This is an optimization exercise on Yosys and OpenROAD, whose aim is small area and a short achievable clock period, not a production implementation.
At most, simulation tests tie the RTL to the original design; equivalence was not proved.
Function not checked in run 1: the RTL went through the layout flow alone.
No activity file was given, so power comes from the tool's default toggle rates.

==> flow/design.v (outline; a module is shown in full before it is edited, if it fits) <==
// module IntegratedSystem: 1299 lines
module IntegratedSystem (A, B, C, clk);
  // ...
==> flow/run.sh <==
#!/bin/bash
# synth_recipe.tcl (not shown) runs the flow's synth.tcl, then flattens the netlist and writes it again
# the make line also repeats each setting of config.mk as NAME=value (left out here)
make -C /OpenROAD-flow-scripts/flow DESIGN_CONFIG=/design/flow/config.mk WORK_HOME=/design/flow/orfs CLKGATE_MAP_FILE= SYNTH_SCRIPT=/design/flow/synth_recipe.tcl finish
==> flow/config.mk <==
export PLATFORM = sky130hd
export DESIGN_NAME = IntegratedSystem
export DESIGN_NICKNAME = IntegratedSystem
export VERILOG_FILES = /design/flow/design.v
export SDC_FILE = /design/flow/constraint.sdc
export NUM_CORES = 4
export LEC_CHECK = 0
export CAP_MARGIN = 20
export CORE_MARGIN = 2
export CORE_UTILIZATION = 40
export SETUP_SLACK_MARGIN = 3.9
export SLEW_MARGIN = 20
==> flow/constraint.sdc <==
create_clock -name core_clock -period 6.5 [get_ports {clk}]
set_input_delay 1.3000 -clock core_clock [delete_from_list [all_inputs] [get_ports {clk}]]
set_output_delay 1.3000 -clock core_clock [all_outputs]
set_load 0.01 [all_outputs]
==> reports/results.ini, run 1 <==
[placement]
preCtsSetupSlack_ns = 3.301
dpl_cell_area_sq_um = 10140
dpl.hpwl_microns = 14390

[finish]
layout-drive-gt1-share_pct = 14.44
clock_area_share_pct = 5.727
clock_buffers = 18
sh_seq_area_pct = 28.39
buf_share_pct = 8.252
multi_input_area_sq_um = 5818
top_regs = r2 x85, C x31, r1_a x16
num-multi-input-gates = 565
layout_common_cells = xnor2_1, dfxtp_1, a22oi_1
signal_buffers = 93

[critical_path]
start_kind = flip-flop
critPathCaptureType = flip-flop
cp-endpoint = C[27]

[floorplanning]
ios = 64
start_util_pct = 40.94
die_x_microns = 156.5
die_y_microns = 156.5
row_count = 55

[outcome]
status = timing/DRC/antenna clean

[power]
power.share.clock_pct = 16.9
power_frac_seq_pct = 23.6

[sta]
slew_viol_final = 0
max-slew-margin-rel_pct = 73.56
finalSetupViolations = 0

[synthesis]
ys_seq_area_share_pct = 33.59
synth_fp_nets = 1056
synth_top_area_cell = dfxtp_1

[clock_tree]
cts.repair.resized = 62
ctsHoldBuffers = 0

[drt]
wl_met3_microns = 1253
met2_length_microns = 10060
dr.pass1.iters = 5

==> run 2: changes to the inputs <==
--- a/flow/design.v
+++ b/flow/design.v
@@ -15,17 +15,17 @@
   assign e_neg[g] = bx[2*g+2];
 end endgenerate
 always @(posedge clk) begin
     r1_a <= A;
     r1_one <= e_one;
     r1_two <= e_two;
     r1_neg <= e_neg;
 end
-reg [85:0] r2;
+reg [71:0] r2;
 wire pp_1;
 wire pp_2;
 wire pp_3;
 wire pp_4;
 wire pp_5;
 wire pp_6;
 wire pp_7;
 wire pp_8;
@@ -322,30 +322,42 @@
 wire s2_299;
 wire c2_300;
 wire s2_301;
 wire c2_302;
 wire s2_303;
 wire c2_304;
 wire s2_305;
 wire c2_306;
-wire s3_319;
-wire c3_320;
-wire s3_321;
-wire c3_322;
-wire s3_323;
-wire c3_324;
-wire s3_325;
-wire c3_326;
-wire s3_327;
-wire c3_328;
-wire s3_329;
-wire c3_330;
-wire s3_331;
-wire c3_332;
+wire s2_307;
+wire c2_308;
+wire s2_309;
+wire c2_310;
+wire s2_311;
+wire c2_312;
+wire s2_313;
+wire c2_314;
+wire s2_315;
+wire c2_316;
+wire s2_317;
+wire c2_318;
+wire s2_319;
+wire c2_320;
+wire s2_321;
+wire c2_322;
+wire s2_323;
+wire c2_324;
+wire s2_325;
+wire c2_326;
+wire s2_327;
+wire c2_328;
+wire s2_329;
+wire c2_330;
+wire s2_331;
+wire c2_332;
 wire s3_333;
 wire c3_334;
 wire s3_335;
 wire c3_336;
 wire s3_337;
 wire c3_338;
 wire s3_339;
 wire c3_340;
@@ -364,30 +376,30 @@
 wire s3_353;
 wire c3_354;
 wire s3_355;
 wire c3_356;
 wire s3_357;
 wire c3_358;
 wire s3_359;
 wire c3_360;
-wire s3_361;
-wire c3_362;
-wire s3_363;
-wire c3_364;
-wire s3_365;
-wire c3_366;
-wire s3_367;
-wire c3_368;
-wire s3_369;
-wire c3_370;
-wire s3_371;
-wire c3_372;
-wire s3_373;
-wire c3_374;
+wire g_361;
+wire p_362;
+wire g_363;
+wire p_364;
+wire g_365;
+wire p_366;
+wire g_367;
+wire p_368;
+wire g_369;
+wire p_370;
+wire g_371;
+wire p_372;
+wire g_373;
+wire p_374;
 wire g_375;
 wire p_376;
 wire g_377;
 wire p_378;
 wire g_379;
 wire p_380;
 wire g_381;
 wire p_382;
@@ -426,28 +438,28 @@
 wire g_415;
 wire p_416;
 wire g_417;
 wire p_418;
 wire g_419;
 wire p_420;
 wire g_421;
 wire p_422;
-wire g_423;
-wire p_424;
-wire g_425;
-wire p_426;
-wire g_427;
-wire p_428;
-wire g_429;
-wire p_430;
-wire g_431;
-wire p_432;
-wire g_433;
-wire p_434;
+wire G_423;
+wire P_424;
+wire G_425;
+wire P_426;
+wire G_427;
+wire P_428;
+wire G_429;
+wire P_430;
+wire G_431;
+wire P_432;
+wire G_433;
+wire P_434;
 wire G_435;
 wire P_436;
 wire G_437;
 wire P_438;
 wire G_439;
 wire P_440;
 wire G_441;
 wire P_442;
@@ -576,20 +588,20 @@
 wire G_565;
 wire P_566;
 wire G_567;
 wire P_568;
 wire G_569;
 wire P_570;
 wire G_571;
 wire P_572;
-wire G_573;
-wire P_574;
-wire G_575;
-wire P_576;
+wire sum_573;
+wire sum_574;
+wire sum_575;
+wire sum_576;
 wire sum_577;
 wire sum_578;
 wire sum_579;
 wire sum_580;
 wire sum_581;
 wire sum_582;
 wire sum_583;
 wire sum_584;
@@ -606,19 +618,16 @@
 wire sum_595;
 wire sum_596;
 wire sum_597;
 wire sum_598;
 wire sum_599;
 wire sum_600;
 wire sum_601;
 wire sum_602;
-wire sum_603;
-wire sum_604;
-wire sum_605;
 assign pp_1 = (r1_one[0] & r1_a[0]) ^ r1_neg[0];
 assign pp_2 = ((r1_one[0] & r1_a[1]) | (r1_two[0] & r1_a[0])) ^ r1_neg[0];
 assign pp_3 = ((r1_one[0] & r1_a[2]) | (r1_two[0] & r1_a[1])) ^ r1_neg[0];
 assign pp_4 = ((r1_one[0] & r1_a[3]) | (r1_two[0] & r1_a[2])) ^ r1_neg[0];
 assign pp_5 = ((r1_one[0] & r1_a[4]) | (r1_two[0] & r1_a[3])) ^ r1_neg[0];
 assign pp_6 = ((r1_one[0] & r1_a[5]) | (r1_two[0] & r1_a[4])) ^ r1_neg[0];
 assign pp_7 = ((r1_one[0] & r1_a[6]) | (r1_two[0] & r1_a[5])) ^ r1_neg[0];
 assign pp_8 = ((r1_one[0] & r1_a[7]) | (r1_two[0] & r1_a[6])) ^ r1_neg[0];
@@ -887,413 +896,409 @@
 assign s2_271 = c2_198 ^ s2_201 ^ c2_200;
 assign c2_272 = (c2_198 & s2_201) | (c2_198 & c2_200) | (s2_201 & c2_200);
 assign s2_273 = c2_202 ^ s2_205 ^ c2_204;
 assign c2_274 = (c2_202 & s2_205) | (c2_202 & c2_204) | (s2_205 & c2_204);
 assign s2_275 = c2_206 ^ s2_209 ^ c2_208;
 assign c2_276 = (c2_206 & s2_209) | (c2_206 & c2_208) | (s2_209 & c2_208);
 assign s2_277 = c2_210 ^ s2_213 ^ c2_212;
 assign c2_278 = (c2_210 & s2_213) | (c2_210 & c2_212) | (s2_213 & c2_212);
-assign s2_279 = c2_214 ^ s2_217 ^ c2_216;
-assign c2_280 = (c2_214 & s2_217) | (c2_214 & c2_216) | (s2_217 & c2_216);
-assign s2_281 = c2_218 ^ s2_221 ^ c2_220;
-assign c2_282 = (c2_218 & s2_221) | (c2_218 & c2_220) | (s2_221 & c2_220);
-assign s2_283 = c2_222 ^ s2_225 ^ c2_224;
-assign c2_284 = (c2_222 & s2_225) | (c2_222 & c2_224) | (s2_225 & c2_224);
-assign s2_285 = c2_226 ^ s2_229 ^ c2_228;
-assign c2_286 = (c2_226 & s2_229) | (c2_226 & c2_228) | (s2_229 & c2_228);
+assign s2_279 = c2_214 ^ c2_216 ^ s2_217;
+assign c2_280 = (c2_214 & c2_216) | (c2_214 & s2_217) | (c2_216 & s2_217);
+assign s2_281 = c2_218 ^ c2_220 ^ s2_221;
+assign c2_282 = (c2_218 & c2_220) | (c2_218 & s2_221) | (c2_220 & s2_221);
+assign s2_283 = c2_222 ^ c2_224 ^ s2_225;
+assign c2_284 = (c2_222 & c2_224) | (c2_222 & s2_225) | (c2_224 & s2_225);
+assign s2_285 = c2_226 ^ c2_228 ^ s2_229;
+assign c2_286 = (c2_226 & c2_228) | (c2_226 & s2_229) | (c2_228 & s2_229);
 assign s2_287 = s2_233 ^ c2_230 ^ c2_232;
 assign c2_288 = (s2_233 & c2_230) | (s2_233 & c2_232) | (c2_230 & c2_232);
 assign s2_289 = s2_237 ^ c2_234 ^ c2_236;
 assign c2_290 = (s2_237 & c2_234) | (s2_237 & c2_236) | (c2_234 & c2_236);
-assign s2_291 = c2_238 ^ s2_241 ^ s2_243;
-assign c2_292 = (c2_238 & s2_241) | (c2_238 & s2_243) | (s2_241 & s2_243);
+assign s2_291 = c2_238 ^ s2_241 ^ c2_240;
+assign c2_292 = (c2_238 & s2_241) | (c2_238 & c2_240) | (s2_241 & c2_240);
 assign s2_293 = c2_242 ^ s2_245 ^ s2_247;
 assign c2_294 = (c2_242 & s2_245) | (c2_242 & s2_247) | (s2_245 & s2_247);
 assign s2_295 = s2_251 ^ c2_246 ^ s2_249;
 assign c2_296 = (s2_251 & c2_246) | (s2_251 & s2_249) | (c2_246 & s2_249);
 assign s2_297 = pp_130 ^ c2_252 ^ c2_250;
 assign c2_298 = (pp_130 & c2_252) | (pp_130 & c2_250) | (c2_252 & c2_250);
 assign s2_299 = pp_116 ^ pp_131 ^ s2_255;
 assign c2_300 = (pp_116 & pp_131) | (pp_116 & s2_255) | (pp_131 & s2_255);
 assign s2_301 = ~pp_102 ^ pp_117 ^ pp_132;
 assign c2_302 = (~pp_102 & pp_117) | (~pp_102 & pp_132) | (pp_117 & pp_132);
 assign s2_303 = 1'b1 ^ pp_118;
 assign c2_304 = 1'b1 & pp_118;
-assign s2_305 = r1_neg[0] ^ pp_1;
-assign c2_306 = r1_neg[0] & pp_1;
-assign s3_319 = r2[3] ^ r2[4];
-assign c3_320 = r2[3] & r2[4];
-assign s3_321 = r2[6] ^ r2[7];
-assign c3_322 = r2[6] & r2[7];
-assign s3_323 = r2[8] ^ r2[9] ^ r2[10];
-assign c3_324 = (r2[8] & r2[9]) | (r2[8] & r2[10]) | (r2[9] & r2[10]);
-assign s3_325 = r2[11] ^ r2[12] ^ r2[13];
-assign c3_326 = (r2[11] & r2[12]) | (r2[11] & r2[13]) | (r2[12] & r2[13]);
-assign s3_327 = r2[14] ^ r2[15] ^ r2[16];
-assign c3_328 = (r2[14] & r2[15]) | (r2[14] & r2[16]) | (r2[15] & r2[16]);
-assign s3_329 = r2[17] ^ r2[18] ^ r2[19];
-assign c3_330 = (r2[17] & r2[18]) | (r2[17] & r2[19]) | (r2[18] & r2[19]);
-assign s3_331 = r2[20] ^ r2[21] ^ r2[22];
-assign c3_332 = (r2[20] & r2[21]) | (r2[20] & r2[22]) | (r2[21] & r2[22]);
-assign s3_333 = r2[23] ^ r2[24] ^ r2[25];
-assign c3_334 = (r2[23] & r2[24]) | (r2[23] & r2[25]) | (r2[24] & r2[25]);
-assign s3_335 = r2[26] ^ r2[27] ^ r2[28];
-assign c3_336 = (r2[26] & r2[27]) | (r2[26] & r2[28]) | (r2[27] & r2[28]);
-assign s3_337 = r2[29] ^ r2[30] ^ r2[31];
-assign c3_338 = (r2[29] & r2[30]) | (r2[29] & r2[31]) | (r2[30] & r2[31]);
-assign s3_339 = r2[32] ^ r2[33] ^ r2[34];
-assign c3_340 = (r2[32] & r2[33]) | (r2[32] & r2[34]) | (r2[33] & r2[34]);
-assign s3_341 = r2[35] ^ r2[36] ^ r2[37];
-assign c3_342 = (r2[35] & r2[36]) | (r2[35] & r2[37]) | (r2[36] & r2[37]);
-assign s3_343 = r2[38] ^ r2[39] ^ r2[40];
-assign c3_344 = (r2[38] & r2[39]) | (r2[38] & r2[40]) | (r2[39] & r2[40]);
-assign s3_345 = r2[41] ^ r2[42] ^ r2[43];
-assign c3_346 = (r2[41] & r2[42]) | (r2[41] & r2[43]) | (r2[42] & r2[43]);
-assign s3_347 = r2[44] ^ r2[45] ^ r2[46];
-assign c3_348 = (r2[44] & r2[45]) | (r2[44] & r2[46]) | (r2[45] & r2[46]);
-assign s3_349 = r2[47] ^ r2[48] ^ r2[49];
-assign c3_350 = (r2[47] & r2[48]) | (r2[47] & r2[49]) | (r2[48] & r2[49]);
-assign s3_351 = r2[50] ^ r2[51] ^ r2[52];
-assign c3_352 = (r2[50] & r2[51]) | (r2[50] & r2[52]) | (r2[51] & r2[52]);
-assign s3_353 = r2[53] ^ r2[54] ^ r2[55];
-assign c3_354 = (r2[53] & r2[54]) | (r2[53] & r2[55]) | (r2[54] & r2[55]);
-assign s3_355 = r2[56] ^ r2[57] ^ r2[58];
-assign c3_356 = (r2[56] & r2[57]) | (r2[56] & r2[58]) | (r2[57] & r2[58]);
-assign s3_357 = r2[59] ^ r2[60] ^ r2[61];
-assign c3_358 = (r2[59] & r2[60]) | (r2[59] & r2[61]) | (r2[60] & r2[61]);
-assign s3_359 = r2[62] ^ r2[63] ^ r2[64];
-assign c3_360 = (r2[62] & r2[63]) | (r2[62] & r2[64]) | (r2[63] & r2[64]);
-assign s3_361 = r2[65] ^ r2[66] ^ r2[67];
-assign c3_362 = (r2[65] & r2[66]) | (r2[65] & r2[67]) | (r2[66] & r2[67]);
-assign s3_363 = r2[68] ^ r2[69] ^ r2[70];
-assign c3_364 = (r2[68] & r2[69]) | (r2[68] & r2[70]) | (r2[69] & r2[70]);
-assign s3_365 = r2[71] ^ r2[72] ^ r2[73];
-assign c3_366 = (r2[71] & r2[72]) | (r2[71] & r2[73]) | (r2[72] & r2[73]);
-assign s3_367 = r2[74] ^ r2[75] ^ r2[76];
-assign c3_368 = (r2[74] & r2[75]) | (r2[74] & r2[76]) | (r2[75] & r2[76]);
-assign s3_369 = r2[77] ^ r2[78] ^ r2[79];
-assign c3_370 = (r2[77] & r2[78]) | (r2[77] & r2[79]) | (r2[78] & r2[79]);
-assign s3_371 = r2[80] ^ r2[81] ^ r2[82];
-assign c3_372 = (r2[80] & r2[81]) | (r2[80] & r2[82]) | (r2[81] & r2[82]);
-assign s3_373 = 1'b1 ^ r2[84];
-assign c3_374 = 1'b1 & r2[84];
-assign g_375 = r2[1] & r2[2];
-assign p_376 = r2[1] ^ r2[2];
-assign g_377 = s3_319 & r2[5];
-assign p_378 = s3_319 ^ r2[5];
-assign g_379 = c3_320 & s3_321;
-assign p_380 = c3_320 ^ s3_321;
-assign g_381 = c3_322 & s3_323;
-assign p_382 = c3_322 ^ s3_323;
-assign g_383 = c3_324 & s3_325;
-assign p_384 = c3_324 ^ s3_325;
-assign g_385 = c3_326 & s3_327;
-assign p_386 = c3_326 ^ s3_327;
-assign g_387 = c3_328 & s3_329;
-assign p_388 = c3_328 ^ s3_329;
-assign g_389 = c3_330 & s3_331;
-assign p_390 = c3_330 ^ s3_331;
-assign g_391 = c3_332 & s3_333;
-assign p_392 = c3_332 ^ s3_333;
-assign g_393 = c3_334 & s3_335;
-assign p_394 = c3_334 ^ s3_335;
-assign g_395 = c3_336 & s3_337;
-assign p_396 = c3_336 ^ s3_337;
-assign g_397 = c3_338 & s3_339;
-assign p_398 = c3_338 ^ s3_339;
-assign g_399 = c3_340 & s3_341;
-assign p_400 = c3_340 ^ s3_341;
-assign g_401 = c3_342 & s3_343;
-assign p_402 = c3_342 ^ s3_343;
-assign g_403 = c3_344 & s3_345;
-assign p_404 = c3_344 ^ s3_345;
-assign g_405 = c3_346 & s3_347;
-assign p_406 = c3_346 ^ s3_347;
-assign g_407 = c3_348 & s3_349;
-assign p_408 = c3_348 ^ s3_349;
-assign g_409 = c3_350 & s3_351;
-assign p_410 = c3_350 ^ s3_351;
-assign g_411 = c3_352 & s3_353;
-assign p_412 = c3_352 ^ s3_353;
-assign g_413 = c3_354 & s3_355;
-assign p_414 = c3_354 ^ s3_355;
-assign g_415 = c3_356 & s3_357;
-assign p_416 = c3_356 ^ s3_357;
-assign g_417 = c3_358 & s3_359;
-assign p_418 = c3_358 ^ s3_359;
-assign g_419 = c3_360 & s3_361;
-assign p_420 = c3_360 ^ s3_361;
-assign g_421 = c3_362 & s3_363;
-assign p_422 = c3_362 ^ s3_363;
-assign g_423 = c3_364 & s3_365;
-assign p_424 = c3_364 ^ s3_365;
-assign g_425 = c3_366 & s3_367;
-assign p_426 = c3_366 ^ s3_367;
-assign g_427 = c3_368 & s3_369;
-assign p_428 = c3_368 ^ s3_369;
-assign g_429 = c3_370 & s3_371;
-assign p_430 = c3_370 ^ s3_371;
-assign g_431 = c3_372 & s3_373;
-assign p_432 = c3_372 ^ s3_373;
-assign g_433 = c3_374 & r2[85];
-assign p_434 = c3_374 ^ r2[85];
-assign G_435 = g_377 | (p_378 & g_375);
-assign P_436 = p_378 & p_376;
-assign G_437 = g_381 | (p_382 & g_379);
-assign P_438 = p_382 & p_380;
-assign G_439 = g_385 | (p_386 & g_383);
-assign P_440 = p_386 & p_384;
-assign G_441 = g_389 | (p_390 & g_387);
-assign P_442 = p_390 & p_388;
-assign G_443 = g_393 | (p_394 & g_391);
-assign P_444 = p_394 & p_392;
-assign G_445 = g_397 | (p_398 & g_395);
-assign P_446 = p_398 & p_396;
-assign G_447 = g_401 | (p_402 & g_399);
-assign P_448 = p_402 & p_400;
-assign G_449 = g_405 | (p_406 & g_403);
-assign P_450 = p_406 & p_404;
-assign G_451 = g_409 | (p_410 & g_407);
-assign P_452 = p_410 & p_408;
-assign G_453 = g_413 | (p_414 & g_411);
-assign P_454 = p_414 & p_412;
-assign G_455 = g_417 | (p_418 & g_415);
-assign P_456 = p_418 & p_416;
-assign G_457 = g_421 | (p_422 & g_419);
-assign P_458 = p_422 & p_420;
-assign G_459 = g_425 | (p_426 & g_423);
-assign P_460 = p_426 & p_424;
-assign G_461 = g_429 | (p_430 & g_427);
-assign P_462 = p_430 & p_428;
-assign G_463 = g_433 | (p_434 & g_431);
-assign P_464 = p_434 & p_432;
-assign G_465 = g_379 | (p_380 & G_435);
-assign P_466 = p_380 & P_436;
+assign s2_305 = r1_neg[1] ^ pp_3 ^ pp_18;
+assign c2_306 = (r1_neg[1] & pp_3) | (r1_neg[1] & pp_18) | (pp_3 & pp_18);
+assign s2_307 = ~pp_119 ^ pp_134 ^ c2_304;
+assign c2_308 = (~pp_119 & pp_134) | (~pp_119 & c2_304) | (pp_134 & c2_304);
+assign s2_309 = pp_20 ^ pp_35 ^ s2_257;
+assign c2_310 = (pp_20 & pp_35) | (pp_20 & s2_257) | (pp_35 & s2_257);
+assign s2_311 = pp_4 ^ pp_19 ^ c2_306;
+assign c2_312 = (pp_4 & pp_19) | (pp_4 & c2_306) | (pp_19 & c2_306);
+assign s2_313 = pp_133 ^ s2_303 ^ c2_302;
+assign c2_314 = (pp_133 & s2_303) | (pp_133 & c2_302) | (s2_303 & c2_302);
+assign s2_315 = c2_260 ^ s2_185 ^ s2_261;
+assign c2_316 = (c2_260 & s2_185) | (c2_260 & s2_261) | (s2_185 & s2_261);
+assign s2_317 = 1'b1 ^ pp_135 ^ c2_308;
+assign c2_318 = (1'b1 & pp_135) | (1'b1 & c2_308) | (pp_135 & c2_308);
+assign s2_319 = pp_36 ^ c2_258 ^ s2_259;
+assign c2_320 = (pp_36 & c2_258) | (pp_36 & s2_259) | (c2_258 & s2_259);
+assign s2_321 = c2_256 ^ s2_301 ^ c2_300;
+assign c2_322 = (c2_256 & s2_301) | (c2_256 & c2_300) | (s2_301 & c2_300);
+assign s2_323 = s2_189 ^ c2_264 ^ s2_265;
+assign c2_324 = (s2_189 & c2_264) | (s2_189 & s2_265) | (c2_264 & s2_265);
+assign s2_325 = c2_254 ^ s2_299 ^ c2_298;
+assign c2_326 = (c2_254 & s2_299) | (c2_254 & c2_298) | (s2_299 & c2_298);
+assign s2_327 = s2_187 ^ c2_262 ^ s2_263;
+assign c2_328 = (s2_187 & c2_262) | (s2_187 & s2_263) | (c2_262 & s2_263);
+assign s2_329 = s2_253 ^ c2_296 ^ s2_297;
+assign c2_330 = (s2_253 & c2_296) | (s2_253 & s2_297) | (c2_296 & s2_297);
+assign s2_331 = s2_193 ^ c2_266 ^ s2_267;
+assign c2_332 = (s2_193 & c2_266) | (s2_193 & s2_267) | (c2_266 & s2_267);
+assign s3_333 = r2[17] ^ r2[18] ^ r2[19];
+assign c3_334 = (r2[17] & r2[18]) | (r2[17] & r2[19]) | (r2[18] & r2[19]);
+assign s3_335 = r2[21] ^ r2[22] ^ r2[23];
+assign c3_336 = (r2[21] & r2[22]) | (r2[21] & r2[23]) | (r2[22] & r2[23]);
+assign s3_337 = r2[24] ^ r2[25] ^ r2[26];
+assign c3_338 = (r2[24] & r2[25]) | (r2[24] & r2[26]) | (r2[25] & r2[26]);
+assign s3_339 = r2[27] ^ r2[28] ^ r2[29];
+assign c3_340 = (r2[27] & r2[28]) | (r2[27] & r2[29]) | (r2[28] & r2[29]);
+assign s3_341 = r2[30] ^ r2[31] ^ r2[32];
+assign c3_342 = (r2[30] & r2[31]) | (r2[30] & r2[32]) | (r2[31] & r2[32]);
+assign s3_343 = r2[33] ^ r2[34] ^ r2[35];
+assign c3_344 = (r2[33] & r2[34]) | (r2[33] & r2[35]) | (r2[34] & r2[35]);
+assign s3_345 = r2[36] ^ r2[37] ^ r2[38];
+assign c3_346 = (r2[36] & r2[37]) | (r2[36] & r2[38]) | (r2[37] & r2[38]);
+assign s3_347 = r2[39] ^ r2[40] ^ r2[41];
+assign c3_348 = (r2[39] & r2[40]) | (r2[39] & r2[41]) | (r2[40] & r2[41]);
+assign s3_349 = r2[42] ^ r2[43] ^ r2[44];
+assign c3_350 = (r2[42] & r2[43]) | (r2[42] & r2[44]) | (r2[43] & r2[44]);
+assign s3_351 = r2[45] ^ r2[46] ^ r2[47];
+assign c3_352 = (r2[45] & r2[46]) | (r2[45] & r2[47]) | (r2[46] & r2[47]);
+assign s3_353 = r2[48] ^ r2[49] ^ r2[50];
+assign c3_354 = (r2[48] & r2[49]) | (r2[48] & r2[50]) | (r2[49] & r2[50]);
+assign s3_355 = r2[51] ^ r2[52] ^ r2[53];
+assign c3_356 = (r2[51] & r2[52]) | (r2[51] & r2[53]) | (r2[52] & r2[53]);
+assign s3_357 = r2[54] ^ r2[55] ^ r2[56];
+assign c3_358 = (r2[54] & r2[55]) | (r2[54] & r2[56]) | (r2[55] & r2[56]);
+assign s3_359 = r2[57] ^ r2[58] ^ r2[59];
+assign c3_360 = (r2[57] & r2[58]) | (r2[57] & r2[59]) | (r2[58] & r2[59]);
+assign g_361 = r2[0] & r2[1];
+assign p_362 = r2[0] ^ r2[1];
+assign g_363 = r2[2] & 1'b0;
+assign p_364 = r2[2] ^ 1'b0;
+assign g_365 = r2[3] & 1'b0;
+assign p_366 = r2[3] ^ 1'b0;
+assign g_367 = r2[4] & 1'b0;
+assign p_368 = r2[4] ^ 1'b0;
+assign g_369 = r2[5] & r2[6];
+assign p_370 = r2[5] ^ r2[6];
+assign g_371 = r2[7] & r2[8];
+assign p_372 = r2[7] ^ r2[8];
+assign g_373 = r2[9] & r2[10];
+assign p_374 = r2[9] ^ r2[10];
+assign g_375 = r2[11] & r2[12];
+assign p_376 = r2[11] ^ r2[12];
+assign g_377 = r2[13] & r2[14];
+assign p_378 = r2[13] ^ r2[14];
+assign g_379 = r2[15] & r2[16];
+assign p_380 = r2[15] ^ r2[16];
+assign g_381 = s3_333 & r2[20];
+assign p_382 = s3_333 ^ r2[20];
+assign g_383 = c3_334 & s3_335;
+assign p_384 = c3_334 ^ s3_335;
+assign g_385 = c3_336 & s3_337;
+assign p_386 = c3_336 ^ s3_337;
+assign g_387 = c3_338 & s3_339;
+assign p_388 = c3_338 ^ s3_339;
+assign g_389 = c3_340 & s3_341;
+assign p_390 = c3_340 ^ s3_341;
+assign g_391 = c3_342 & s3_343;
+assign p_392 = c3_342 ^ s3_343;
+assign g_393 = c3_344 & s3_345;
+assign p_394 = c3_344 ^ s3_345;
+assign g_395 = c3_346 & s3_347;
+assign p_396 = c3_346 ^ s3_347;
+assign g_397 = c3_348 & s3_349;
+assign p_398 = c3_348 ^ s3_349;
+assign g_399 = c3_350 & s3_351;
+assign p_400 = c3_350 ^ s3_351;
+assign g_401 = c3_352 & s3_353;
+assign p_402 = c3_352 ^ s3_353;
+assign g_403 = c3_354 & s3_355;
+assign p_404 = c3_354 ^ s3_355;
+assign g_405 = c3_356 & s3_357;
+assign p_406 = c3_356 ^ s3_357;
+assign g_407 = c3_358 & s3_359;
+assign p_408 = c3_358 ^ s3_359;
+assign g_409 = c3_360 & r2[60];
+assign p_410 = c3_360 ^ r2[60];
+assign g_411 = r2[61] & r2[62];
+assign p_412 = r2[61] ^ r2[62];
+assign g_413 = r2[63] & r2[64];
+assign p_414 = r2[63] ^ r2[64];
+assign g_415 = r2[65] & r2[66];
+assign p_416 = r2[65] ^ r2[66];
+assign g_417 = r2[67] & r2[68];
+assign p_418 = r2[67] ^ r2[68];
+assign g_419 = r2[69] & 1'b0;
+assign p_420 = r2[69] ^ 1'b0;
+assign g_421 = r2[70] & r2[71];
+assign p_422 = r2[70] ^ r2[71];
+assign G_423 = g_363 | (p_364 & g_361);
+assign P_424 = p_364 & p_362;
+assign G_425 = g_367 | (p_368 & g_365);
+assign P_426 = p_368 & p_366;
+assign G_427 = g_371 | (p_372 & g_369);
+assign P_428 = p_372 & p_370;
+assign G_429 = g_375 | (p_376 & g_373);
+assign P_430 = p_376 & p_374;
+assign G_431 = g_379 | (p_380 & g_377);
+assign P_432 = p_380 & p_378;
+assign G_433 = g_383 | (p_384 & g_381);
+assign P_434 = p_384 & p_382;
+assign G_435 = g_387 | (p_388 & g_385);
+assign P_436 = p_388 & p_386;
+assign G_437 = g_391 | (p_392 & g_389);
+assign P_438 = p_392 & p_390;
+assign G_439 = g_395 | (p_396 & g_393);
+assign P_440 = p_396 & p_394;
+assign G_441 = g_399 | (p_400 & g_397);
+assign P_442 = p_400 & p_398;
+assign G_443 = g_403 | (p_404 & g_401);
+assign P_444 = p_404 & p_402;
+assign G_445 = g_407 | (p_408 & g_405);
+assign P_446 = p_408 & p_406;
+assign G_447 = g_411 | (p_412 & g_409);
+assign P_448 = p_412 & p_410;
+assign G_449 = g_415 | (p_416 & g_413);
+assign P_450 = p_416 & p_414;
+assign G_451 = g_419 | (p_420 & g_417);
+assign P_452 = p_420 & p_418;
+assign G_453 = g_365 | (p_366 & G_423);
+assign P_454 = p_366 & P_424;
+assign G_455 = G_425 | (P_426 & G_423);
+assign P_456 = P_426 & P_424;
+assign G_457 = g_373 | (p_374 & G_427);
+assign P_458 = p_374 & P_428;
+assign G_459 = G_429 | (P_430 & G_427);
+assign P_460 = P_430 & P_428;
+assign G_461 = g_381 | (p_382 & G_431);
+assign P_462 = p_382 & P_432;
+assign G_463 = G_433 | (P_434 & G_431);
+assign P_464 = P_434 & P_432;
+assign G_465 = g_389 | (p_390 & G_435);
+assign P_466 = p_390 & P_436;
 assign G_467 = G_437 | (P_438 & G_435);
 assign P_468 = P_438 & P_436;
-assign G_469 = g_387 | (p_388 & G_439);
-assign P_470 = p_388 & P_440;
+assign G_469 = g_397 | (p_398 & G_439);
+assign P_470 = p_398 & P_440;
 assign G_471 = G_441 | (P_442 & G_439);
 assign P_472 = P_442 & P_440;
-assign G_473 = g_395 | (p_396 & G_443);
-assign P_474 = p_396 & P_444;
+assign G_473 = g_405 | (p_406 & G_443);
+assign P_474 = p_406 & P_444;
 assign G_475 = G_445 | (P_446 & G_443);
 assign P_476 = P_446 & P_444;
-assign G_477 = g_403 | (p_404 & G_447);
-assign P_478 = p_404 & P_448;
+assign G_477 = g_413 | (p_414 & G_447);
+assign P_478 = p_414 & P_448;
 assign G_479 = G_449 | (P_450 & G_447);
 assign P_480 = P_450 & P_448;
-assign G_481 = g_411 | (p_412 & G_451);
-assign P_482 = p_412 & P_452;
-assign G_483 = G_453 | (P_454 & G_451);
-assign P_484 = P_454 & P_452;
-assign G_485 = g_419 | (p_420 & G_455);
-assign P_486 = p_420 & P_456;
+assign G_481 = g_421 | (p_422 & G_451);
+assign P_482 = p_422 & P_452;
+assign G_483 = g_369 | (p_370 & G_455);
+assign P_484 = p_370 & P_456;
+assign G_485 = G_427 | (P_428 & G_455);
+assign P_486 = P_428 & P_456;
 assign G_487 = G_457 | (P_458 & G_455);
 assign P_488 = P_458 & P_456;
-assign G_489 = g_427 | (p_428 & G_459);
-assign P_490 = p_428 & P_460;
-assign G_491 = G_461 | (P_462 & G_459);
-assign P_492 = P_462 & P_460;
-assign G_493 = g_383 | (p_384 & G_467);
-assign P_494 = p_384 & P_468;
-assign G_495 = G_439 | (P_440 & G_467);
-assign P_496 = P_440 & P_468;
-assign G_497 = G_469 | (P_470 & G_467);
-assign P_498 = P_470 & P_468;
-assign G_499 = G_471 | (P_472 & G_467);
-assign P_500 = P_472 & P_468;
-assign G_501 = g_399 | (p_400 & G_475);
-assign P_502 = p_400 & P_476;
-assign G_503 = G_447 | (P_448 & G_475);
-assign P_504 = P_448 & P_476;
-assign G_505 = G_477 | (P_478 & G_475);
-assign P_506 = P_478 & P_476;
-assign G_507 = G_479 | (P_480 & G_475);
-assign P_508 = P_480 & P_476;
-assign G_509 = g_415 | (p_416 & G_483);
-assign P_510 = p_416 & P_484;
-assign G_511 = G_455 | (P_456 & G_483);
-assign P_512 = P_456 & P_484;
-assign G_513 = G_485 | (P_486 & G_483);
-assign P_514 = P_486 & P_484;
-assign G_515 = G_487 | (P_488 & G_483);
-assign P_516 = P_488 & P_484;
-assign G_517 = g_431 | (p_432 & G_491);
-assign P_518 = p_432 & P_492;
-assign G_519 = G_463 | (P_464 & G_491);
-assign P_520 = P_464 & P_492;
-assign G_521 = g_391 | (p_392 & G_499);
-assign P_522 = p_392 & P_500;
-assign G_523 = G_443 | (P_444 & G_499);
-assign P_524 = P_444 & P_500;
-assign G_525 = G_473 | (P_474 & G_499);
-assign P_526 = P_474 & P_500;
-assign G_527 = G_475 | (P_476 & G_499);
-assign P_528 = P_476 & P_500;
-assign G_529 = G_501 | (P_502 & G_499);
-assign P_530 = P_502 & P_500;
-assign G_531 = G_503 | (P_504 & G_499);
-assign P_532 = P_504 & P_500;
-assign G_533 = G_505 | (P_506 & G_499);
-assign P_534 = P_506 & P_500;
-assign G_535 = G_507 | (P_508 & G_499);
-assign P_536 = P_508 & P_500;
-assign G_537 = g_423 | (p_424 & G_515);
-assign P_538 = p_424 & P_516;
-assign G_539 = G_459 | (P_460 & G_515);
-assign P_540 = P_460 & P_516;
-assign G_541 = G_489 | (P_490 & G_515);
-assign P_542 = P_490 & P_516;
-assign G_543 = G_491 | (P_492 & G_515);
-assign P_544 = P_492 & P_516;
-assign G_545 = G_517 | (P_518 & G_515);
-assign P_546 = P_518 & P_516;
-assign G_547 = G_519 | (P_520 & G_515);
-assign P_548 = P_520 & P_516;
-assign G_549 = g_407 | (p_408 & G_535);
-assign P_550 = p_408 & P_536;
-assign G_551 = G_451 | (P_452 & G_535);
-assign P_552 = P_452 & P_536;
-assign G_553 = G_481 | (P_482 & G_535);
-assign P_554 = P_482 & P_536;
-assign G_555 = G_483 | (P_484 & G_535);
-assign P_556 = P_484 & P_536;
-assign G_557 = G_509 | (P_510 & G_535);
-assign P_558 = P_510 & P_536;
-assign G_559 = G_511 | (P_512 & G_535);
-assign P_560 = P_512 & P_536;
-assign G_561 = G_513 | (P_514 & G_535);
-assign P_562 = P_514 & P_536;
-assign G_563 = G_515 | (P_516 & G_535);
-assign P_564 = P_516 & P_536;
-assign G_565 = G_537 | (P_538 & G_535);
-assign P_566 = P_538 & P_536;
-assign G_567 = G_539 | (P_540 & G_535);
-assign P_568 = P_540 & P_536;
-assign G_569 = G_541 | (P_542 & G_535);
-assign P_570 = P_542 & P_536;
-assign G_571 = G_543 | (P_544 & G_535);
-assign P_572 = P_544 & P_536;
-assign G_573 = G_545 | (P_546 & G_535);
-assign P_574 = P_546 & P_536;
-assign G_575 = G_547 | (P_548 & G_535);
-assign P_576 = P_548 & P_536;
-assign sum_577 = p_378 ^ g_375;
-assign sum_578 = p_380 ^ G_435;
-assign sum_579 = p_382 ^ G_465;
-assign sum_580 = p_384 ^ G_467;
-assign sum_581 = p_386 ^ G_493;
-assign sum_582 = p_388 ^ G_495;
-assign sum_583 = p_390 ^ G_497;
-assign sum_584 = p_392 ^ G_499;
-assign sum_585 = p_394 ^ G_521;
-assign sum_586 = p_396 ^ G_523;
-assign sum_587 = p_398 ^ G_525;
-assign sum_588 = p_400 ^ G_527;
-assign sum_589 = p_402 ^ G_529;
-assign sum_590 = p_404 ^ G_531;
-assign sum_591 = p_406 ^ G_533;
-assign sum_592 = p_408 ^ G_535;
-assign sum_593 = p_410 ^ G_549;
-assign sum_594 = p_412 ^ G_551;
-assign sum_595 = p_414 ^ G_553;
-assign sum_596 = p_416 ^ G_555;
-assign sum_597 = p_418 ^ G_557;
-assign sum_598 = p_420 ^ G_559;
-assign sum_599 = p_422 ^ G_561;
-assign sum_600 = p_424 ^ G_563;
-assign sum_601 = p_426 ^ G_565;
-assign sum_602 = p_428 ^ G_567;
-assign sum_603 = p_430 ^ G_569;
-assign sum_604 = p_432 ^ G_571;
-assign sum_605 = p_434 ^ G_573;
-wire [30:0] fsum = {sum_605, sum_604, sum_603, sum_602, sum_601, sum_600, sum_599, sum_598, sum_597, sum_596, sum_595, sum_594, sum_593, sum_592, sum_591, sum_590, sum_589, sum_588, sum_587, sum_586, sum_585, sum_584, sum_583, sum_582, sum_581, sum_580, sum_579, sum_578, sum_577, p_376, r2[0]};
+assign G_489 = G_459 | (P_460 & G_455);
+assign P_490 = P_460 & P_456;
+assign G_491 = g_385 | (p_386 & G_463);
+assign P_492 = p_386 & P_464;
+assign G_493 = G_435 | (P_436 & G_463);
+assign P_494 = P_436 & P_464;
+assign G_495 = G_465 | (P_466 & G_463);
+assign P_496 = P_466 & P_464;
+assign G_497 = G_467 | (P_468 & G_463);
+assign P_498 = P_468 & P_464;
+assign G_499 = g_401 | (p_402 & G_471);
+assign P_500 = p_402 & P_472;
+assign G_501 = G_443 | (P_444 & G_471);
+assign P_502 = P_444 & P_472;
+assign G_503 = G_473 | (P_474 & G_471);
+assign P_504 = P_474 & P_472;
+assign G_505 = G_475 | (P_476 & G_471);
+assign P_506 = P_476 & P_472;
+assign G_507 = g_417 | (p_418 & G_479);
+assign P_508 = p_418 & P_480;
+assign G_509 = G_451 | (P_452 & G_479);
+assign P_510 = P_452 & P_480;
+assign G_511 = G_481 | (P_482 & G_479);
+assign P_512 = P_482 & P_480;
+assign G_513 = g_377 | (p_378 & G_489);
+assign P_514 = p_378 & P_490;
+assign G_515 = G_431 | (P_432 & G_489);
+assign P_516 = P_432 & P_490;
+assign G_517 = G_461 | (P_462 & G_489);
+assign P_518 = P_462 & P_490;
+assign G_519 = G_463 | (P_464 & G_489);
+assign P_520 = P_464 & P_490;
+assign G_521 = G_491 | (P_492 & G_489);
+assign P_522 = P_492 & P_490;
+assign G_523 = G_493 | (P_494 & G_489);
+assign P_524 = P_494 & P_490;
+assign G_525 = G_495 | (P_496 & G_489);
+assign P_526 = P_496 & P_490;
+assign G_527 = G_497 | (P_498 & G_489);
+assign P_528 = P_498 & P_490;
+assign G_529 = g_409 | (p_410 & G_505);
+assign P_530 = p_410 & P_506;
+assign G_531 = G_447 | (P_448 & G_505);
+assign P_532 = P_448 & P_506;
+assign G_533 = G_477 | (P_478 & G_505);
+assign P_534 = P_478 & P_506;
+assign G_535 = G_479 | (P_480 & G_505);
+assign P_536 = P_480 & P_506;
+assign G_537 = G_507 | (P_508 & G_505);
+assign P_538 = P_508 & P_506;
+assign G_539 = G_509 | (P_510 & G_505);
+assign P_540 = P_510 & P_506;
+assign G_541 = G_511 | (P_512 & G_505);
+assign P_542 = P_512 & P_506;
+assign G_543 = g_393 | (p_394 & G_527);
+assign P_544 = p_394 & P_528;
+assign G_545 = G_439 | (P_440 & G_527);
+assign P_546 = P_440 & P_528;
+assign G_547 = G_469 | (P_470 & G_527);
+assign P_548 = P_470 & P_528;
+assign G_549 = G_471 | (P_472 & G_527);
+assign P_550 = P_472 & P_528;
+assign G_551 = G_499 | (P_500 & G_527);
+assign P_552 = P_500 & P_528;
+assign G_553 = G_501 | (P_502 & G_527);
+assign P_554 = P_502 & P_528;
+assign G_555 = G_503 | (P_504 & G_527);
+assign P_556 = P_504 & P_528;
+assign G_557 = G_505 | (P_506 & G_527);
+assign P_558 = P_506 & P_528;
+assign G_559 = G_529 | (P_530 & G_527);
+assign P_560 = P_530 & P_528;
+assign G_561 = G_531 | (P_532 & G_527);
+assign P_562 = P_532 & P_528;
+assign G_563 = G_533 | (P_534 & G_527);
+assign P_564 = P_534 & P_528;
+assign G_565 = G_535 | (P_536 & G_527);
+assign P_566 = P_536 & P_528;
+assign G_567 = G_537 | (P_538 & G_527);
+assign P_568 = P_538 & P_528;
+assign G_569 = G_539 | (P_540 & G_527);
+assign P_570 = P_540 & P_528;
+assign G_571 = G_541 | (P_542 & G_527);
+assign P_572 = P_542 & P_528;
+assign sum_573 = p_364 ^ g_361;
+assign sum_574 = p_366 ^ G_423;
+assign sum_575 = p_368 ^ G_453;
+assign sum_576 = p_370 ^ G_455;
+assign sum_577 = p_372 ^ G_483;
+assign sum_578 = p_374 ^ G_485;
+assign sum_579 = p_376 ^ G_487;
+assign sum_580 = p_378 ^ G_489;
+assign sum_581 = p_380 ^ G_513;
+assign sum_582 = p_382 ^ G_515;
+assign sum_583 = p_384 ^ G_517;
+assign sum_584 = p_386 ^ G_519;
+assign sum_585 = p_388 ^ G_521;
+assign sum_586 = p_390 ^ G_523;
+assign sum_587 = p_392 ^ G_525;
+assign sum_588 = p_394 ^ G_527;
+assign sum_589 = p_396 ^ G_543;
+assign sum_590 = p_398 ^ G_545;
+assign sum_591 = p_400 ^ G_547;
+assign sum_592 = p_402 ^ G_549;
+assign sum_593 = p_404 ^ G_551;
+assign sum_594 = p_406 ^ G_553;
+assign sum_595 = p_408 ^ G_555;
+assign sum_596 = p_410 ^ G_557;
+assign sum_597 = p_412 ^ G_559;
+assign sum_598 = p_414 ^ G_561;
+assign sum_599 = p_416 ^ G_563;
+assign sum_600 = p_418 ^ G_565;
+assign sum_601 = p_420 ^ G_567;
+assign sum_602 = p_422 ^ G_569;
+wire [30:0] fsum = {sum_602, sum_601, sum_600, sum_599, sum_598, sum_597, sum_596, sum_595, sum_594, sum_593, sum_592, sum_591, sum_590, sum_589, sum_588, sum_587, sum_586, sum_585, sum_584, sum_583, sum_582, sum_581, sum_580, sum_579, sum_578, sum_577, sum_576, sum_575, sum_574, sum_573, p_362};
 always @(posedge clk) begin
-    r2[0] <= s2_305;
-    r2[1] <= pp_2;
-    r2[2] <= c2_306;
-    r2[3] <= r1_neg[1];
-    r2[4] <= pp_3;
-    r2[5] <= pp_18;
-    r2[6] <= pp_4;
-    r2[7] <= pp_19;
-    r2[8] <= s2_257;
-    r2[9] <= pp_20;
-    r2[10] <= pp_35;
-    r2[11] <= c2_258;
-    r2[12] <= s2_259;
-    r2[13] <= pp_36;
-    r2[14] <= c2_260;
-    r2[15] <= s2_261;
-    r2[16] <= s2_185;
-    r2[17] <= c2_262;
-    r2[18] <= s2_263;
-    r2[19] <= s2_187;
-    r2[20] <= c2_264;
-    r2[21] <= s2_265;
-    r2[22] <= s2_189;
-    r2[23] <= c2_266;
-    r2[24] <= s2_267;
-    r2[25] <= s2_193;
-    r2[26] <= c2_268;
-    r2[27] <= s2_269;
-    r2[28] <= s2_199;
-    r2[29] <= c2_270;
-    r2[30] <= s2_271;
-    r2[31] <= s2_203;
-    r2[32] <= c2_272;
-    r2[33] <= s2_273;
-    r2[34] <= s2_207;
-    r2[35] <= c2_274;
-    r2[36] <= s2_275;
-    r2[37] <= s2_211;
-    r2[38] <= c2_276;
-    r2[39] <= s2_277;
-    r2[40] <= s2_215;
-    r2[41] <= c2_278;
-    r2[42] <= s2_279;
-    r2[43] <= s2_219;
-    r2[44] <= c2_280;
-    r2[45] <= s2_281;
-    r2[46] <= s2_223;
-    r2[47] <= c2_282;
-    r2[48] <= s2_283;
-    r2[49] <= s2_227;
-    r2[50] <= c2_284;
-    r2[51] <= s2_285;
-    r2[52] <= s2_231;
-    r2[53] <= c2_286;
-    r2[54] <= s2_287;
-    r2[55] <= s2_235;
-    r2[56] <= c2_288;
-    r2[57] <= s2_289;
-    r2[58] <= s2_239;
-    r2[59] <= c2_290;
-    r2[60] <= s2_291;
-    r2[61] <= c2_240;
-    r2[62] <= c2_292;
-    r2[63] <= s2_293;
-    r2[64] <= c2_244;
-    r2[65] <= c2_294;
-    r2[66] <= s2_295;
-    r2[67] <= c2_248;
-    r2[68] <= c2_296;
-    r2[69] <= s2_297;
-    r2[70] <= s2_253;
-    r2[71] <= c2_298;
-    r2[72] <= s2_299;
-    r2[73] <= c2_254;
-    r2[74] <= c2_300;
-    r2[75] <= s2_301;
-    r2[76] <= c2_256;
-    r2[77] <= c2_302;
-    r2[78] <= s2_303;
-    r2[79] <= pp_133;
-    r2[80] <= c2_304;
-    r2[81] <= ~pp_119;
-    r2[82] <= pp_134;
-    r2[84] <= pp_135;
-    r2[85] <= ~pp_136;
+    r2[0] <= r1_neg[0];
+    r2[1] <= pp_1;
+    r2[2] <= pp_2;
+    r2[3] <= s2_305;
+    r2[4] <= s2_311;
+    r2[5] <= s2_309;
+    r2[6] <= c2_312;
+    r2[7] <= c2_310;
+    r2[8] <= s2_319;
+    r2[9] <= c2_320;
+    r2[10] <= s2_315;
+    r2[11] <= c2_316;
+    r2[12] <= s2_327;
+    r2[13] <= c2_328;
+    r2[14] <= s2_323;
+    r2[15] <= c2_324;
+    r2[16] <= s2_331;
+    r2[17] <= s2_199;
+    r2[18] <= c2_268;
+    r2[19] <= s2_269;
+    r2[20] <= c2_332;
+    r2[21] <= s2_203;
+    r2[22] <= c2_270;
+    r2[23] <= s2_271;
+    r2[24] <= s2_207;
+    r2[25] <= c2_272;
+    r2[26] <= s2_273;
+    r2[27] <= s2_211;
+    r2[28] <= c2_274;
+    r2[29] <= s2_275;
+    r2[30] <= s2_215;
+    r2[31] <= c2_276;
+    r2[32] <= s2_277;
+    r2[33] <= s2_219;
+    r2[34] <= c2_278;
+    r2[35] <= s2_279;
+    r2[36] <= s2_223;
+    r2[37] <= c2_280;
+    r2[38] <= s2_281;
+    r2[39] <= s2_227;
+    r2[40] <= c2_282;
+    r2[41] <= s2_283;
+    r2[42] <= s2_231;
+    r2[43] <= c2_284;
+    r2[44] <= s2_285;
+    r2[45] <= s2_235;
+    r2[46] <= c2_286;
+    r2[47] <= s2_287;
+    r2[48] <= s2_239;
+    r2[49] <= c2_288;
+    r2[50] <= s2_289;
+    r2[51] <= s2_243;
+    r2[52] <= c2_290;
+    r2[53] <= s2_291;
+    r2[54] <= c2_244;
+    r2[55] <= s2_293;
+    r2[56] <= c2_292;
+    r2[57] <= c2_248;
+    r2[58] <= s2_295;
+    r2[59] <= c2_294;
+    r2[60] <= s2_329;
+    r2[61] <= s2_325;
+    r2[62] <= c2_330;
+    r2[63] <= s2_321;
+    r2[64] <= c2_326;
+    r2[65] <= s2_313;
+    r2[66] <= c2_322;
+    r2[67] <= s2_307;
+    r2[68] <= c2_314;
+    r2[69] <= s2_317;
+    r2[70] <= ~pp_136;
+    r2[71] <= c2_318;
     C <= fsum;
 end
 endmodule
==> flow/flow/run.sh (new file) <==
#!/bin/bash
export BUFFER_PORTS_ARGS="-buffer_cell sky130_fd_sc_hd__buf_2"
bash standard.sh > standard.log 2>&1
==> flow/standard.sh (new file) <==
#!/bin/bash
# synth_recipe.tcl (not shown) runs the flow's synth.tcl, then flattens the netlist and writes it again
# the make line also repeats each setting of config.mk as NAME=value (left out here)
make -C /OpenROAD-flow-scripts/flow DESIGN_CONFIG=/design/flow/config.mk WORK_HOME=/design/flow/orfs CLKGATE_MAP_FILE= SYNTH_SCRIPT=/design/flow/synth_recipe.tcl "${@:-finish}"
==> flow/config.mk (replaced) <==
export PLATFORM = sky130hd
export DESIGN_NAME = IntegratedSystem
export DESIGN_NICKNAME = IntegratedSystem
export VERILOG_FILES = /design/flow/design.v
export SDC_FILE = /design/flow/constraint.sdc
export NUM_CORES = 4
export LEC_CHECK = 0
export CAP_MARGIN = 20
export CORE_MARGIN = 2
export CORE_UTILIZATION = 40
export CTS_BUF_LIST = sky130_fd_sc_hd__clkbuf_8
export CTS_CLUSTER_SIZE = 30
export SETUP_SLACK_MARGIN = 4.1
export SLEW_MARGIN = 20
removed: flow/run.sh
==> run 2 against run 1 <==
  * Still clean
  * Worst hold slack improved by 0.13 ns
  * Routed wire length rose by 4.6%
  * Clock-buffer cell count did not move
  * Register-to-register slack improved by 0.08 ns
  * First-iteration DRC count rose by 0.19%
  * Die area fell by 1.3%
  * Critical path type unchanged
  * Critical endpoint is now C[28]
  * Largest cell class unchanged
==> reports/results.ini, run 2 <==
[outcome]
status = timing/DRC/antenna clean  ; unchanged

[synthesis]
avgSynthCellArea_sq_um = 10.34  ; was 10.54 sq um
ys_warn_count = 1  ; unchanged
synth.most_common_cell = dfxtp_1  ; unchanged
synth_common_cells = dfxtp_1, a22oi_1, xnor2_1, inv_1, fa_1  ; was dfxtp_1, xnor2_1, a22oi_1, fa_1, inv_1
postSynth.asyncResetShare_pct = 0  ; unchanged
syn-cell-area_sq_um = 9171  ; was 9296 sq um
synth_area_leaders = dfxtp_1, fa_1, xnor2_1, a22oi_1, ha_1  ; unchanged
yosys.area.top_type_share_pct = 31.21  ; was 33.59%
synth_edf_count = 0  ; unchanged
syn_inst = 887  ; was 882
synth_top_area_cell = dfxtp_1  ; unchanged
ys_ff_latch = 143  ; was 156
synth_cell_types = 54  ; was 42
synth_fp_nets = 1059  ; was 1,056
synth_ff_type = dfxtp_1  ; unchanged
ys_seq_area_share_pct = 31.21  ; was 33.59%

[placement]
routabilityCongestion = 0.8145  ; was 0.8340
port-buffer-count = 63  ; unchanged
dpl.hpwl_microns = 14320  ; was 14,390 microns

[finish]
fillers = 2057  ; was 2,063
layout_common_cells = xnor2_1, dfxtp_1, a22oi_1  ; unchanged
diodes = 0  ; unchanged
layout_commonest_cell = xnor2_1  ; unchanged
area_growth_pct = 22.99  ; was 21.51%
multi_input_area_sq_um = 6101  ; was 5818 sq um
layout-drive-gt1-share_pct = 32.14  ; was 14.44%
largest_register_ffs = 72  ; was 85
finalNetCount = 1162  ; was 1,096
seq_area_sq_um = 3007  ; was 3207 sq um
max_flop_register = r2  ; unchanged
top_regs = r2 x72, C x31, r1_a x16  ; was r2 x85, C x31, r1_a x16

[sta]
fmax_mhz = 375.3  ; was 363.9 MHz
clock_skew_ns = 0.01292  ; was 0.008173 ns
layout_min_cycle_time_ns = 2.665  ; was 2.748 ns
setup_tns_ns = 0  ; unchanged
fin_hold_ws_ns = 0.4510  ; was 0.3240 ns
tightest_slew_ns = 0.3873  ; was 0.3966 ns
hold_violations = 0  ; unchanged
max-slew-margin-rel_pct = 73.99  ; was 73.56%
period_share_pct = 40.99  ; was 42.28%
rsz0062_at_grt = yes  ; unchanged
finalSetupViolations = 0  ; unchanged
slew_viol_final = 0  ; unchanged

[drt]
vias_per_cell = 5.239  ; was 5.194
met2_length_microns = 10070  ; was 10,060 microns
met1_length_microns = 9933  ; was 9578 microns
wl_microns = 22150  ; was 21,180 microns
top_layer = met4  ; unchanged
ant_nets = 0  ; unchanged
wl_met3_microns = 1633  ; was 1253 microns
drt_iter0_drc = 539  ; was 538
dr.pass1.iters = 6  ; was 5
wl_per_cell_microns = 17.21  ; was 17.36 microns
vias = 6742  ; was 6,337
remaining_drc_errors = 0  ; unchanged

[job]
max_cap_viol_count = 0  ; unchanged

[critical_path]
crit_path_top_delay_cell = fa_1  ; unchanged
start_kind = flip-flop  ; unchanged
cp_max_fo = 7  ; was 4
critPathKind = reg2reg  ; unchanged
r2r_slack_ns = 3.84  ; was 3.75 ns
critPathRequiredTime_ns = 6.84  ; was 6.82 ns
slowest_delay_ns = 0.42  ; was 0.52 ns
crit_path_cell_trace = fa_1 > ha_1 > a211oi_2 > o211ai_1 > nand2_1 > o21a_1 > o21ai_0 > or3b_1  ; was fa_1 > ha_4 > o211ai_1 > o211ai_1 > a21oi_2 > buf_6 > or2_4 > a21oi_4 > nor3_2 > a311o_1
r2r_start = r2[41]  ; was r2[16]
critPathCaptureType = flip-flop  ; unchanged
startpoint = r2[41]  ; was r2[16]
worstPathArrival_ns = 3.00  ; was 3.06 ns

[floorplanning]
die_y_microns = 155.4  ; was 156.5 microns
ios = 64  ; unchanged
start_util_pct = 40.63  ; was 40.94%
row_count = 55  ; unchanged
dieArea_sq_um = 24160  ; was 24,480 sq um
die_x_microns = 155.4  ; was 156.5 microns
coreArea_sq_um = 22570  ; was 22,710 sq um

[clock_tree]
ctsHoldBuffers = 0  ; unchanged
cts-root-buf = clkbuf_8  ; was clkbuf_16
cts_sinks = 143  ; was 156
insertion_delay_ns = 0.44  ; was 0.43 ns
clk_pin_slew_ns = 0.09  ; was 0.07 ns
clk_path_buf_depth = 2  ; unchanged
cts_buffers = 17  ; unchanged
h-tree-depth = 4  ; unchanged
cts_tree = done  ; unchanged

[min_path]
hold_path_class = reg2reg  ; unchanged
worst_hold_startpoint = r2[4]  ; was r2[0]

[power]
p_per_area_nw_per_um2 = 542.2  ; was 569.2 nW/um^2
power_w = 0.006116  ; was 0.006430 W
p_leak_nw = 4.731  ; was 4.805 nW
ir_drop_v = 0.0002895  ; was 0.0002885 V

[grt]
grt_use_total_pct = 17.79  ; was 18.43%
grt_antenna_before_repair = 0  ; unchanged
grt_pass1_wl_microns = 33600  ; was 34,930 microns
grt-ovfl-total = 0  ; unchanged
grt_max_degree = 19  ; unchanged
grt_pass1_vias = 6495  ; was 6,564

-- run 2: cell type report --
cell class | instances | share of cell area (%)
timing repair buffer | 157 | 9.762
multi-input combinational | 577 | 54.09
clock buffer | 18 | 2.196
tap | 285 | 3.161
clock inverter | 13 | 1.009
sequential | 143 | 26.66
inverter | 94 | 3.128
-- run 2: final timing paths --
path / end / cells after the start
setup reg to reg: C[28] / 8
hold / removal: C[3] / 1
hold reg to reg: C[3] / 1
setup / recovery: C[28] / 8
-- run 2: through the flow --
step	cell area [sq um]	utilization, %	worst slack, ns	cells
2_1_floorplan	9459	-	4.058	887
3_3_place_gp	9654	42.77	3.609	1164
3_5_place_dp	9654	42.77	3.539	1164
4_1_cts	10290	45.57	3.890	1198
5_1_grt	11280	49.97	3.697	1287
6_report	11280	49.97	3.835	1287
-- run 2: metal layers --
metal	GRT usage (%)	up-vias
met5	0	-
met1	24.49	3295
met3	4.150	40
met4	3.888	0
li1	-	3147
met2	28.63	260
-- run 2: timing repair --
action                     CTS  global route
buffers inserted             3            89
pin swaps                    8            42
gates resized for setup     92            73
setup endpoints to repair   61            32
-- run 2: report_power, final --
group          internal (W)  leakage [nW]  total (W)  switching (W)
Combinational       0.00191          3.33    0.00401        0.00210
Clock              0.000311         0.179   0.000659       0.000348
Sequential          0.00126          1.22    0.00145       0.000190
-- run 2: kinds of logic (layout without fill, tap and decap cells) --
logic type	count (synthesis)	after routing	share of synthesized area (%)
buffers and inverters	167	282	6.930
multiplexers	2	2	0.2319
XOR/XNOR	163	163	15.57
adder cells (fa/ha/maj)	139	139	26.41
flip-flops	143	143	31.21
AO/OA/AOI/OAI	192	192	15.36
AND/OR/NAND/NOR	81	81	4.284
-- run 2: critical path, delay by kind of cell, from the launching register on --
kind,cells,cell delay [ns]
AOI/OAI and AO/OA,4,0.88
adders and majority gates,2,0.82
and+or+nand+nor,2,0.49
DFF,1,0.37
==> run 3: changes to the inputs <==
--- a/flow/config.mk
+++ b/flow/config.mk
@@ -12,3 +12,3 @@
 export CTS_CLUSTER_SIZE = 30
-export SETUP_SLACK_MARGIN = 4.1
+export SETUP_SLACK_MARGIN = 3.9
 export SLEW_MARGIN = 20
==> run 3 against run 2 <==
  * Cell count down 6.3%
  * Combinational power down 4%
  * Clock-buffer cell count shrank 1
  * Core utilization down 4.1 points
  * Power is 1.7% lower
  * Non-clock buffer count decreased by 82
  * Sequential share of layout area is 2.1 points higher
  * Routed wire length down 7.1%
  * Die area did not move
  * Register-to-register slack barely moved
  * Area after synthesis unchanged
  * Largest power group unchanged
==> reports/results.ini, run 3 <==
[outcome]
status = timing/DRC/antenna clean  ; unchanged

[critical_path]
slowest_delay_ns = 0.54  ; was 0.42 ns
cpMostUsedCell = inv_2
cp.buffers_inverters = 3  ; was 0
critPathKind = reg2reg  ; unchanged
crit_path_top_delay_cell = fa_1  ; unchanged
worstPathArrival_ns = 3.05  ; was 3.00 ns
start_kind = flip-flop  ; unchanged
critPathRequiredTime_ns = 6.87  ; was 6.84 ns
critPathCaptureType = flip-flop  ; unchanged
cp_max_fo = 6  ; was 7
path_delay_family = compound AO/OA/AOI/OAI gates  ; unchanged
crit_path_cell_trace = inv_2 > fa_1 > inv_2 > ha_4 > nand4_1 > nor2_2 > a211oi_4 > buf_4 > a21oi_4 > o21a_1 > o31a_1  ; was fa_1 > ha_1 > a211oi_2 > o211ai_1 > nand2_1 > o21a_1 > o21ai_0 > or3b_1

[synthesis]
synth_ff_type = dfxtp_1  ; unchanged
postSynth.asyncResetShare_pct = 0  ; unchanged
synth_fp_nets = 1059  ; unchanged
synth.most_common_cell = dfxtp_1  ; unchanged
synth_area_leaders = dfxtp_1, fa_1, xnor2_1, a22oi_1, ha_1  ; unchanged
synth_common_cells = dfxtp_1, a22oi_1, xnor2_1, inv_1, fa_1  ; unchanged
yosys.area.top_type_share_pct = 31.21  ; unchanged
synth_top_area_cell = dfxtp_1  ; unchanged
synth_cell_types = 54  ; unchanged
ys_warn_count = 1  ; unchanged
avgSynthCellArea_sq_um = 10.34  ; unchanged
syn-cell-area_sq_um = 9171  ; unchanged
ys_ff_latch = 143  ; unchanged
syn_inst = 887  ; unchanged
ys_seq_area_share_pct = 31.21  ; unchanged
synth_edf_count = 0  ; unchanged

[sta]
clock_skew_ns = 0.01132  ; was 0.01292 ns
rsz0062_at_grt = yes  ; unchanged
fmax_mhz = 373.3  ; was 375.3 MHz
slew_viol_final = 0  ; unchanged
hold_violations = 0  ; unchanged
fin_hold_ws_ns = 0.4529  ; was 0.4510 ns
layout_min_cycle_time_ns = 2.679  ; was 2.665 ns
tightest_slew_ns = 0.5573  ; was 0.3873 ns
max-slew-margin-rel_pct = 62.85  ; was 73.99%
finalSetupViolations = 0  ; unchanged
period_share_pct = 41.21  ; was 40.99%
setup_tns_ns = 0  ; unchanged

[floorplanning]
ios = 64  ; unchanged
row_count = 55  ; unchanged
die_y_microns = 155.4  ; unchanged
start_util_pct = 40.63  ; unchanged
die_x_microns = 155.4  ; unchanged
dieArea_sq_um = 24160  ; unchanged
coreArea_sq_um = 22570  ; unchanged

[clock_tree]
cts-root-buf = clkbuf_8  ; unchanged
h-tree-depth = 4  ; unchanged
clk_pin_slew_ns = 0.09  ; about the same
insertion_delay_ns = 0.47  ; was 0.44 ns
cts_buffers = 17  ; unchanged
cts_sinks = 143  ; unchanged
clk_path_buf_depth = 2  ; unchanged
cts_tree = done  ; unchanged

[drt]
wl_per_cell_microns = 17.07  ; was 17.21 microns
drt_iter0_drc = 387  ; was 539
wl_microns = 20580  ; was 22,150 microns
dr.pass1.iters = 5  ; was 6
vias_per_cell = 5.221  ; was 5.239
vias = 6297  ; was 6,742
remaining_drc_errors = 0  ; unchanged
ant_nets = 0  ; unchanged

[placement]
routabilityCongestion = 0.8715  ; was 0.8145
dp.cells = 1165  ; was 1,164
port-buffer-count = 63  ; unchanged
dpl.hpwl_microns = 14500  ; was 14,320 microns

[grt]
grt-ovfl-total = 0  ; unchanged
grt_antenna_before_repair = 0  ; unchanged
grt_use_total_pct = 17.87  ; was 17.79%
grt_pass1_wl_microns = 33730  ; was 33,600 microns
grt_pass1_vias = 6340  ; was 6,495
grt_max_degree = 19  ; unchanged

[power]
p_per_area_nw_per_um2 = 581.2  ; was 542.2 nW/um^2
p_leak_nw = 4.270  ; was 4.731 nW
ir_drop_v = 0.0002520  ; was 0.0002895 V

[min_path]
hold_path_class = reg2reg  ; unchanged

[finish]
stdcell_count = 1206  ; was 1,287
max_flop_register = r2  ; unchanged
diodes = 0  ; unchanged
layout-drive-gt1-share_pct = 20.63  ; was 32.14%
finalNetCount = 1080  ; was 1,162
fillers = 2143  ; was 2,057
largest_register_ffs = 72  ; unchanged
top_regs = r2 x72, C x31, r1_a x16  ; unchanged
area_growth_pct = 12.80  ; was 22.99%
layout_common_cells = a22oi_1, xnor2_1, dfxtp_1  ; was xnor2_1, dfxtp_1, a22oi_1
final_util_pct = 45.83  ; was 49.97%
layout_commonest_cell = a22oi_1  ; was xnor2_1

[job]
max_cap_viol_count = 0  ; unchanged

==> run 3: final timing paths <==
path	depth (start not counted)	to	startpoint	slack [ns]
min	1	C[0]	r2[1]	0.45
max reg2reg	11	C[29]	r2[32]	3.82
min reg2reg	1	C[0]	r2[1]	0.45
max	11	C[29]	r2[32]	3.82
==> run 3: cells by family (layout without fill, tap and decap cells) <==
kind of cell	count (synthesis)	in the layout	share of synthesized area, %
compound gates	192	192	15.36
buf+inv	167	201	6.930
xor+xnor	163	163	15.57
flops	143	143	31.21
fa+ha+maj	139	139	26.41
simple gates	81	81	4.284
mux	2	2	0.2319
==> run 3: what timing repair did <==
item	in CTS	in global routing
resized for setup	54	47
setup endpoints to repair	40	25
pin swaps	5	20
setup buffers	1	8
gates cloned	0	0
hold buffers	0	0
==> run 3: layout make-up <==
class | count | area [sq um] | area share, %
inverters | 94 | 352.8 | 3.411
clock inverters | 15 | 148.9 | 1.439
repair buffers | 75 | 412.9 | 3.991
clock buffers | 17 | 234.0 | 2.262
flip-flops and latches | 143 | 2974 | 28.75
well taps | 285 | 356.6 | 3.447
multi-input cells | 577 | 5866 | 56.70
==> run 3: routing by layer <==
| layer | global-route usage (%) | wire (microns) | up-vias |
|---|---|---|---|
| met5 | 0 | 0 | - |
| li1 | - | - | 2986 |
| met4 | 6.204 | 382 | 0 |
| met1 | 25.28 | 9744 | 3081 |
| met3 | 3.315 | 1173 | 26 |
| met2 | 27.52 | 9285 | 204 |
==> run 3: metrics by stage <==
| stage | instance area [sq um] | setup slack (ns) | total power [W] |
|---|---|---|---|
| 2_1_floorplan | 9199 | 3.902 | 0.003905 |
| 3_3_place_gp | 9583 | 3.601 | 0.004676 |
| 3_5_place_dp | 9583 | 3.561 | 0.004734 |
| 4_1_cts | 10140 | 3.866 | 0.005692 |
| 5_1_grt | 10340 | 3.686 | 0.006587 |
| 6_report | 10340 | 3.821 | 0.006013 |
==> run 3: power breakdown <==
| part | leakage, nW | total (W) | internal [W] | switching [W] |
|---|---|---|---|---|
| registers | 1.22 | 0.00147 | 0.00126 | 0.000206 |
| logic | 2.87 | 0.00384 | 0.00179 | 0.00205 |
| clock network | 0.185 | 0.000702 | 0.000314 | 0.000388 |

==> re-timing with driven ports <==
How much do the figures lean on ideal ports? The routed layouts below were timed once more, with nothing changed but the port constraints.
Step 1 assumes that a clkbuf_16 drives the clock port and a buf_2 every other input.
Step 2 moves the port delays by t, midway between the first and last clock arrival at a register: inputs arrive t later, outputs are due t later. That takes back most of the time a late clock gives input paths.
a / b / c = no drivers / after step 1 / after step 2; a / b = the first two.
run	t (ns)	setup WS [ns]	worst setup path after step 2	pins driven straight from the clock port
run 1	0.470	3.752 / 3.752 / 3.752	register to register	1
run 2	0.479	3.835 / 3.835 / 3.835	register to register	1
run 3	0.506	3.821 / 3.821 / 3.821	register to register	1
After both steps every run listed still meets setup and hold.
